Background: an optimization exercise with open tools, aiming at small area. Do not read the settings as production practice.
Function was checked by simulation only, so behaviour that the tests miss may differ from the original.
The clock port is modelled as an ideal driver, which makes a skipped or thinned clock tree look cheaper than it is; a real chip needs a root buffer or a tree.
Power is estimated from default activity; no workload was simulated.

== v11 ==
## parking_meter
module parking_meter(
    input add1,
    input add2,
    input add3,
    input add4,
    input rst1,
    input rst2,
    input clk,
    input rst,
    output [6:0] led_seg,
    output a0,
    output a1,
    output a2,
    output a3,
    output [3:0] val0,
    output [3:0] val1,
    output [3:0] val2,
    output [3:0] val3
    );
For scale: about 240 cells after synthesis, about 1600 um2 of cells after synthesis.
==> flow/config.mk <==
export PLATFORM = sky130hd
export DESIGN_NAME = parking_meter
export DESIGN_NICKNAME = parking_meter
export VERILOG_FILES = /design/flow/design.v
export SDC_FILE = /design/flow/constraint.sdc
export NUM_CORES = 4
export LEC_CHECK = 0
export CAP_MARGIN = 20
export CORE_MARGIN = 2
export CORE_UTILIZATION = 40
export SLEW_MARGIN = 20
==> flow/constraint.sdc <==
create_clock -name core_clock -period 18.0 [get_ports {clk}]
set_input_delay 3.6000 -clock core_clock [delete_from_list [all_inputs] [get_ports {clk}]]
set_output_delay 3.6000 -clock core_clock [all_outputs]
set_load 0.01 [all_outputs]
standard.sh (not shown) runs the stock make flow with config.mk's settings and CLKGATE_MAP_FILE= SYNTH_SCRIPT=/design/flow/synth_recipe.tcl, a recipe that flattens the netlist after the stock synthesis.
==> flow/flow/run.sh <==
#!/bin/bash
# Standard synthesis, then the combinational logic re-mapped for area with a
# deeper ABC script (registers untouched), then the standard layout with
# minimum-size port buffers.
set -euo pipefail
W=$(pwd)
R=$W/orfs/results/$FLOW_PLATFORM/parking_meter/base
LIB=$FLOW_HOME/platforms/$FLOW_PLATFORM/lib/sky130_fd_sc_hd__tt_025C_1v80.lib

bash standard.sh synth > std_synth.log 2>&1

mkdir -p resyn
cp $R/1_2_yosys.v resyn/std_synth.v
cp $LIB resyn/lib.lib
python3 flow/lib2v.py $LIB resyn/cells.v > resyn/lib2v.log 2>&1
DU=""; for c in $(cat flow/dontuse.txt); do DU="$DU -dont_use $c"; done
echo "yosys abc -liberty lib.lib $DU -script $W/flow/abc.script" > resyn/resyn_abc.tcl
( cd resyn && yosys -s $W/flow/resyn.ys ) > resyn.log 2>&1
cp resyn/resyn.v $R/1_2_yosys.v
rm -f $R/1_synth.odb $R/1_synth.sdc

bash standard.sh "BUFFER_PORTS_ARGS=-buffer_cell sky130_fd_sc_hd__buf_1" finish > layout.log 2>&1
Other scripts of this flow, unchanged in this note and not shown: flow/flow/abc.script, flow/flow/dontuse.txt, flow/flow/lib2v.py, flow/flow/resyn.ys
The inputs of v29 differ from those of v11 as listed below.
--- a/flow/flow/run.sh
+++ b/flow/flow/run.sh
@@ -20,3 +20,3 @@
 rm -f $R/1_synth.odb $R/1_synth.sdc
 
-bash standard.sh "BUFFER_PORTS_ARGS=-buffer_cell sky130_fd_sc_hd__buf_1" finish > layout.log 2>&1
+bash standard.sh "BUFFER_PORTS_ARGS=-buffer_cell sky130_fd_sc_hd__buf_1" "CTS_ARGS=-sink_clustering_enable -repair_clock_nets -dont_use_dummy_load" finish > layout.log 2>&1
Results
In the tables for v11 and v29, internal power contribution reads higher with v11. | power after layout | v29 vs v11 | 16 uW lower |. Delta (v29 minus v11): minimum period implied by the final worst setup slack picked up an extra 0.010 ns; wire length per cell lost 1.2%. On final area, v11 loses to v29. | combinational power share | higher: v29 |. Any difference in total vias in the final route between v11 and v29 is small enough to ignore. In the flow results for v11 and v29, the routed wire length is smaller on v29.

========
Another version of the RTL of parking_meter (not shown whole).
For scale: ~220 cells after synthesis, about 35 I/O pins, roughly 1500 um2 of cells after synthesis.
clock: 18.0 ns
lec_check: 0
cap_margin: 20
core_margin: 2
core_utilization: 40
slew_margin: 20
==> flow/flow/run.sh <==
#!/bin/bash
# Standard synthesis, then the combinational logic re-mapped for area with
# ABC's deepsyn (seeds 1..32, four at a time; the smallest mapping is kept;
# registers are untouched), then the standard layout with minimum-size port buffers, and
# the clock tree replaced by a single clock buffer after CTS.
set -euo pipefail
W=$(pwd)
R=$W/orfs/results/$FLOW_PLATFORM/parking_meter/base
LIB=$FLOW_HOME/platforms/$FLOW_PLATFORM/lib/sky130_fd_sc_hd__tt_025C_1v80.lib
ARGS=("BUFFER_PORTS_ARGS=-buffer_cell sky130_fd_sc_hd__buf_1" "CTS_ARGS=-sink_clustering_enable -repair_clock_nets -dont_use_dummy_load")

bash standard.sh synth > std_synth.log 2>&1

DU=""; for c in $(cat flow/dontuse.txt); do DU="$DU -dont_use $c"; done
resyn() {
  local S=$1 D=$W/resyn$1
  mkdir -p $D
  cp $R/1_2_yosys.v $D/std_synth.v
  ln -sf $LIB $D/lib.lib
  python3 flow/lib2v.py $LIB $D/cells.v > $D/lib2v.log 2>&1
  printf "strash\n&get -n\n&deepsyn -T 60 -S $S\n&put\ndch -f\namap\ntopo\n" > $D/abc.script
  echo "yosys abc -liberty lib.lib $DU -script $D/abc.script" > $D/resyn_abc.tcl
  ( cd $D && yosys -s $W/flow/resyn.ys > $W/resyn$S.log 2>&1 ) || true
}
for B in 0 4 8 12 16 20 24 28; do
  for S in $((B + 1)) $((B + 2)) $((B + 3)) $((B + 4)); do resyn $S & done; wait
done
best=""; besta=""
for S in $(seq 1 32); do
  a=$(awk '/Chip area/ {print $NF}' $W/resyn$S/resyn_stat.txt 2>/dev/null || true)
  echo "seed $S: $a" >> resyn_summary.log
  if [[ -n "$a" ]] && { [[ -z "$besta" ]] || awk -v a="$a" -v b="$besta" 'BEGIN{exit !(a<b)}'; }; then best=$S; besta=$a; fi
done
echo "kept seed $best: $besta" >> resyn_summary.log
cp $W/resyn$best/resyn.v $R/1_2_yosys.v
rm -f $R/1_synth.odb $R/1_synth.sdc

bash standard.sh "${ARGS[@]}" cts > layout_cts.log 2>&1
IN_ODB=$R/4_cts.odb OUT_ODB=$R/4_cts_merged.odb ROOT_CELL=sky130_fd_sc_hd__clkbuf_16 \
  openroad -no_init -exit flow/clk_merge.tcl > clk_merge.log 2>&1
cp $R/4_cts_merged.odb $R/4_cts.odb
bash standard.sh "${ARGS[@]}" finish > layout.log 2>&1
Other scripts of this flow, unchanged in this note and not shown: flow/flow/clk_merge.tcl, flow/flow/dontuse.txt, flow/flow/lib2v.py, flow/flow/resyn.ys
The baseline went through all stages and came out clean.
Next try:
--- a/flow/flow/run.sh
+++ b/flow/flow/run.sh
@@ -1,6 +1,7 @@
 #!/bin/bash
 # Standard synthesis, then the combinational logic re-mapped for area with
-# ABC's deepsyn (seeds 1..32, four at a time; the smallest mapping is kept;
-# registers are untouched), then the standard layout with minimum-size port buffers, and
+# ABC's deepsyn (24 runs: 12 seeds from the standard netlist and 12 from it
+# restructured by &synch2; the smallest mapping is kept; registers are
+# untouched), then the standard layout with minimum-size port buffers, and
 # the clock tree replaced by a single clock buffer after CTS.
 set -euo pipefail
@@ -19,13 +20,15 @@
   ln -sf $LIB $D/lib.lib
   python3 flow/lib2v.py $LIB $D/cells.v > $D/lib2v.log 2>&1
-  printf "strash\n&get -n\n&deepsyn -T 60 -S $S\n&put\ndch -f\namap\ntopo\n" > $D/abc.script
+  local PRE=""
+  if (( S > 12 )); then PRE='&synch2\n'; fi
+  printf "strash\n&get -n\n${PRE}&deepsyn -T 60 -S $(( (S - 1) % 12 + 1 ))\n&put\ndch -f\namap\ntopo\n" > $D/abc.script
   echo "yosys abc -liberty lib.lib $DU -script $D/abc.script" > $D/resyn_abc.tcl
   ( cd $D && yosys -s $W/flow/resyn.ys > $W/resyn$S.log 2>&1 ) || true
 }
-for B in 0 4 8 12 16 20 24 28; do
+for B in 0 4 8 12 16 20; do
   for S in $((B + 1)) $((B + 2)) $((B + 3)) $((B + 4)); do resyn $S & done; wait
 done
 best=""; besta=""
-for S in $(seq 1 32); do
+for S in $(seq 1 24); do
   a=$(awk '/Chip area/ {print $NF}' $W/resyn$S/resyn_stat.txt 2>/dev/null || true)
   echo "seed $S: $a" >> resyn_summary.log
=> Design area goes up by 0.80%. Area after synthesis goes up by 1.4%. Wire length hardly moves. Non-clock buffer count goes down by 1. Fmax goes up by 1.5%. Combinational power goes up by 12%. Worst hold slack improved by 0.032 ns.
Next try:
--- a/flow/flow/run.sh
+++ b/flow/flow/run.sh
@@ -1,7 +1,6 @@
 #!/bin/bash
 # Standard synthesis, then the combinational logic re-mapped for area with
-# ABC's deepsyn (24 runs: 12 seeds from the standard netlist and 12 from it
-# restructured by &synch2; the smallest mapping is kept; registers are
-# untouched), then the standard layout with minimum-size port buffers, and
+# ABC's deepsyn (seeds 1..100, eight at a time; the smallest mapping is kept;
+# registers are untouched), then the standard layout with minimum-size port buffers, and
 # the clock tree replaced by a single clock buffer after CTS.
 set -euo pipefail
@@ -20,15 +19,14 @@
   ln -sf $LIB $D/lib.lib
   python3 flow/lib2v.py $LIB $D/cells.v > $D/lib2v.log 2>&1
-  local PRE=""
-  if (( S > 12 )); then PRE='&synch2\n'; fi
-  printf "strash\n&get -n\n${PRE}&deepsyn -T 60 -S $(( (S - 1) % 12 + 1 ))\n&put\ndch -f\namap\ntopo\n" > $D/abc.script
+  printf "strash\n&get -n\n&deepsyn -T 60 -S $S\n&put\ndch -f\namap\ntopo\n" > $D/abc.script
   echo "yosys abc -liberty lib.lib $DU -script $D/abc.script" > $D/resyn_abc.tcl
   ( cd $D && yosys -s $W/flow/resyn.ys > $W/resyn$S.log 2>&1 ) || true
 }
-for B in 0 4 8 12 16 20; do
-  for S in $((B + 1)) $((B + 2)) $((B + 3)) $((B + 4)); do resyn $S & done; wait
+NSEED=100; PAR=8
+for B in $(seq 1 $PAR $NSEED); do
+  for S in $(seq $B $((B + PAR - 1))); do (( S <= NSEED )) && resyn $S & done; wait
 done
 best=""; besta=""
-for S in $(seq 1 24); do
+for S in $(seq 1 $NSEED); do
   a=$(awk '/Chip area/ {print $NF}' $W/resyn$S/resyn_stat.txt 2>/dev/null || true)
   echo "seed $S: $a" >> resyn_summary.log
Effect:
- cell count is lower by 2.5%
- via count is lower by 3.4%
- clock-buffer cell count stays the same
- die area is lower by 1.6%
- global-route usage is higher by 1.2 points
- hold slack got worse by 0.0047 ns
- non-clock buffer count is unchanged
- wire length is lower by 2.5%
Next try:
--- a/flow/flow/run.sh
+++ b/flow/flow/run.sh
@@ -1,12 +1,14 @@
 #!/bin/bash
 # Standard synthesis, then the combinational logic re-mapped for area with
-# ABC's deepsyn (seeds 1..100, eight at a time; the smallest mapping is kept;
+# ABC's deepsyn (a few seeds that did best in a scan of seeds 1..100; the
+# smallest mapping is kept;
 # registers are untouched), then the standard layout with minimum-size port buffers, and
-# the clock tree replaced by a single clock buffer after CTS.
+# the clock tree replaced by a single clock buffer after CTS; placement is
+# not timing-driven (the 18 ns clock leaves ample slack).
 set -euo pipefail
 W=$(pwd)
 R=$W/orfs/results/$FLOW_PLATFORM/parking_meter/base
 LIB=$FLOW_HOME/platforms/$FLOW_PLATFORM/lib/sky130_fd_sc_hd__tt_025C_1v80.lib
-ARGS=("BUFFER_PORTS_ARGS=-buffer_cell sky130_fd_sc_hd__buf_1" "CTS_ARGS=-sink_clustering_enable -repair_clock_nets -dont_use_dummy_load")
+ARGS=("BUFFER_PORTS_ARGS=-buffer_cell sky130_fd_sc_hd__buf_1" "CTS_ARGS=-sink_clustering_enable -repair_clock_nets -dont_use_dummy_load" "GPL_TIMING_DRIVEN=0")
 
 bash standard.sh synth > std_synth.log 2>&1
@@ -23,10 +25,8 @@
   ( cd $D && yosys -s $W/flow/resyn.ys > $W/resyn$S.log 2>&1 ) || true
 }
-NSEED=100; PAR=8
-for B in $(seq 1 $PAR $NSEED); do
-  for S in $(seq $B $((B + PAR - 1))); do (( S <= NSEED )) && resyn $S & done; wait
-done
+SEEDS="68 21 3 6"
+for S in $SEEDS; do resyn $S & done; wait
 best=""; besta=""
-for S in $(seq 1 $NSEED); do
+for S in $SEEDS; do
   a=$(awk '/Chip area/ {print $NF}' $W/resyn$S/resyn_stat.txt 2>/dev/null || true)
   echo "seed $S: $a" >> resyn_summary.log
Result:
- The new run finished with timing, DRC and antenna clean
- total power fell slightly
- sequential share of layout area does not change
- hold slack loses 0.0078 ns
- worst setup slack is worse by 0.028 ns
- die area is unchanged
- utilization does not change
- via count shrinks slightly
- clock skew stays flat
- routed wire length went up slightly
- register-to-register slack is worse by 0.10 ns
Next try:
==> flow/flow/run.sh (replaced) <==
#!/bin/bash
# Standard synthesis, then the combinational logic re-mapped for area with
# ABC's deepsyn (eight seeds, the smallest mapping is kept; registers are
# untouched), then the standard layout with minimum-size port buffers, and
# the clock tree replaced by a single clock buffer after CTS.
set -euo pipefail
W=$(pwd)
R=$W/orfs/results/$FLOW_PLATFORM/parking_meter/base
LIB=$FLOW_HOME/platforms/$FLOW_PLATFORM/lib/sky130_fd_sc_hd__tt_025C_1v80.lib
ARGS=("BUFFER_PORTS_ARGS=-buffer_cell sky130_fd_sc_hd__buf_1" "CTS_ARGS=-sink_clustering_enable -repair_clock_nets -dont_use_dummy_load")

bash standard.sh synth > std_synth.log 2>&1

DU=""; for c in $(cat flow/dontuse.txt); do DU="$DU -dont_use $c"; done
resyn() {
  local S=$1 D=$W/resyn$1
  mkdir -p $D
  cp $R/1_2_yosys.v $D/std_synth.v
  cp $LIB $D/lib.lib
  python3 flow/lib2v.py $LIB $D/cells.v > $D/lib2v.log 2>&1
  printf 'strash\n&get -n\n&deepsyn -T 90 -S %d\n&put\ndch -f\namap\ntopo\n' $S > $D/abc.script
  echo "yosys abc -liberty lib.lib $DU -script $D/abc.script" > $D/resyn_abc.tcl
  ( cd $D && yosys -s $W/flow/resyn.ys > $W/resyn$S.log 2>&1 ) || true
}
for S in 1 2 3 4; do resyn $S & done; wait
for S in 5 6 7 8; do resyn $S & done; wait
best=""; besta=""
for S in 1 2 3 4 5 6 7 8; do
  a=$(awk '/Chip area/ {print $NF}' $W/resyn$S/resyn_stat.txt 2>/dev/null || true)
  echo "seed $S: $a" >> resyn_summary.log
  if [[ -n "$a" ]] && { [[ -z "$besta" ]] || awk -v a="$a" -v b="$besta" 'BEGIN{exit !(a<b)}'; }; then best=$S; besta=$a; fi
done
echo "kept seed $best: $besta" >> resyn_summary.log
cp $W/resyn$best/resyn.v $R/1_2_yosys.v
rm -f $R/1_synth.odb $R/1_synth.sdc

bash standard.sh "${ARGS[@]}" cts > layout_cts.log 2>&1
IN_ODB=$R/4_cts.odb OUT_ODB=$R/4_cts_merged.odb ROOT_CELL=sky130_fd_sc_hd__clkbuf_16 \
  openroad -no_init -exit flow/clk_merge.tcl > clk_merge.log 2>&1
cp $R/4_cts_merged.odb $R/4_cts.odb
bash standard.sh "${ARGS[@]}" finish > layout.log 2>&1
What happened:
- routed wire length grows by 2.1%
- combinational power grows by 7.9%
- sequential share of layout area shrinks by 0.44 points

## what the ideal ports hide
How much do the figures lean on ideal ports? The routed layouts below were timed once more, with nothing changed but the port constraints.
Step 1: set_driving_cell puts a clkbuf_16 on clk and a buf_2 on each other input, an assumption about the parent block.
Step 2 also shifts input and output timing later by t, the mid clock arrival at the registers, as if the neighbouring blocks saw the same clock.
Three values: ideal, step 1, step 2; two values: the first two.
| run | t (ns) | setup slack, ns | hold slack, ns | worst setup path at the end | worst data-port slew with drivers (ns) |
|---|---|---|---|---|---|
| v11 | 0.298 | 10.814 / 10.819 / 10.521 | 0.418 / 0.418 / 0.418 | input to register | 0.03 |
| v29 | 0.292 | 10.804 / 10.809 / 10.517 | 0.418 / 0.418 / 0.418 | input to register | 0.03 |
| the first run of note 2 | 0.195 | 10.615 / 10.626 / 10.432 | 0.446 / 0.446 / 0.446 | input to register | 0.03 |
| the second run of note 2 | 0.190 | 10.723 / 10.729 / 10.540 | 0.477 / 0.477 / 0.477 | input to register | 0.03 |
| the third run of note 2 | 0.198 | 10.705 / 10.716 / 10.518 | 0.473 / 0.473 / 0.473 | input to register | 0.03 |
| the fourth run of note 2 | 0.193 | 10.677 / 10.683 / 10.490 | 0.465 / 0.465 / 0.465 | input to register | 0.03 |
| the fifth run of note 2 | 0.190 | 10.723 / 10.729 / 10.540 | 0.477 / 0.477 / 0.477 | input to register | 0.03 |
After both steps setup and hold are still met in every run listed. For v11, which loses most, drivers alone change the setup slack by +0.005 ns; drivers and shift together by -0.293 ns.
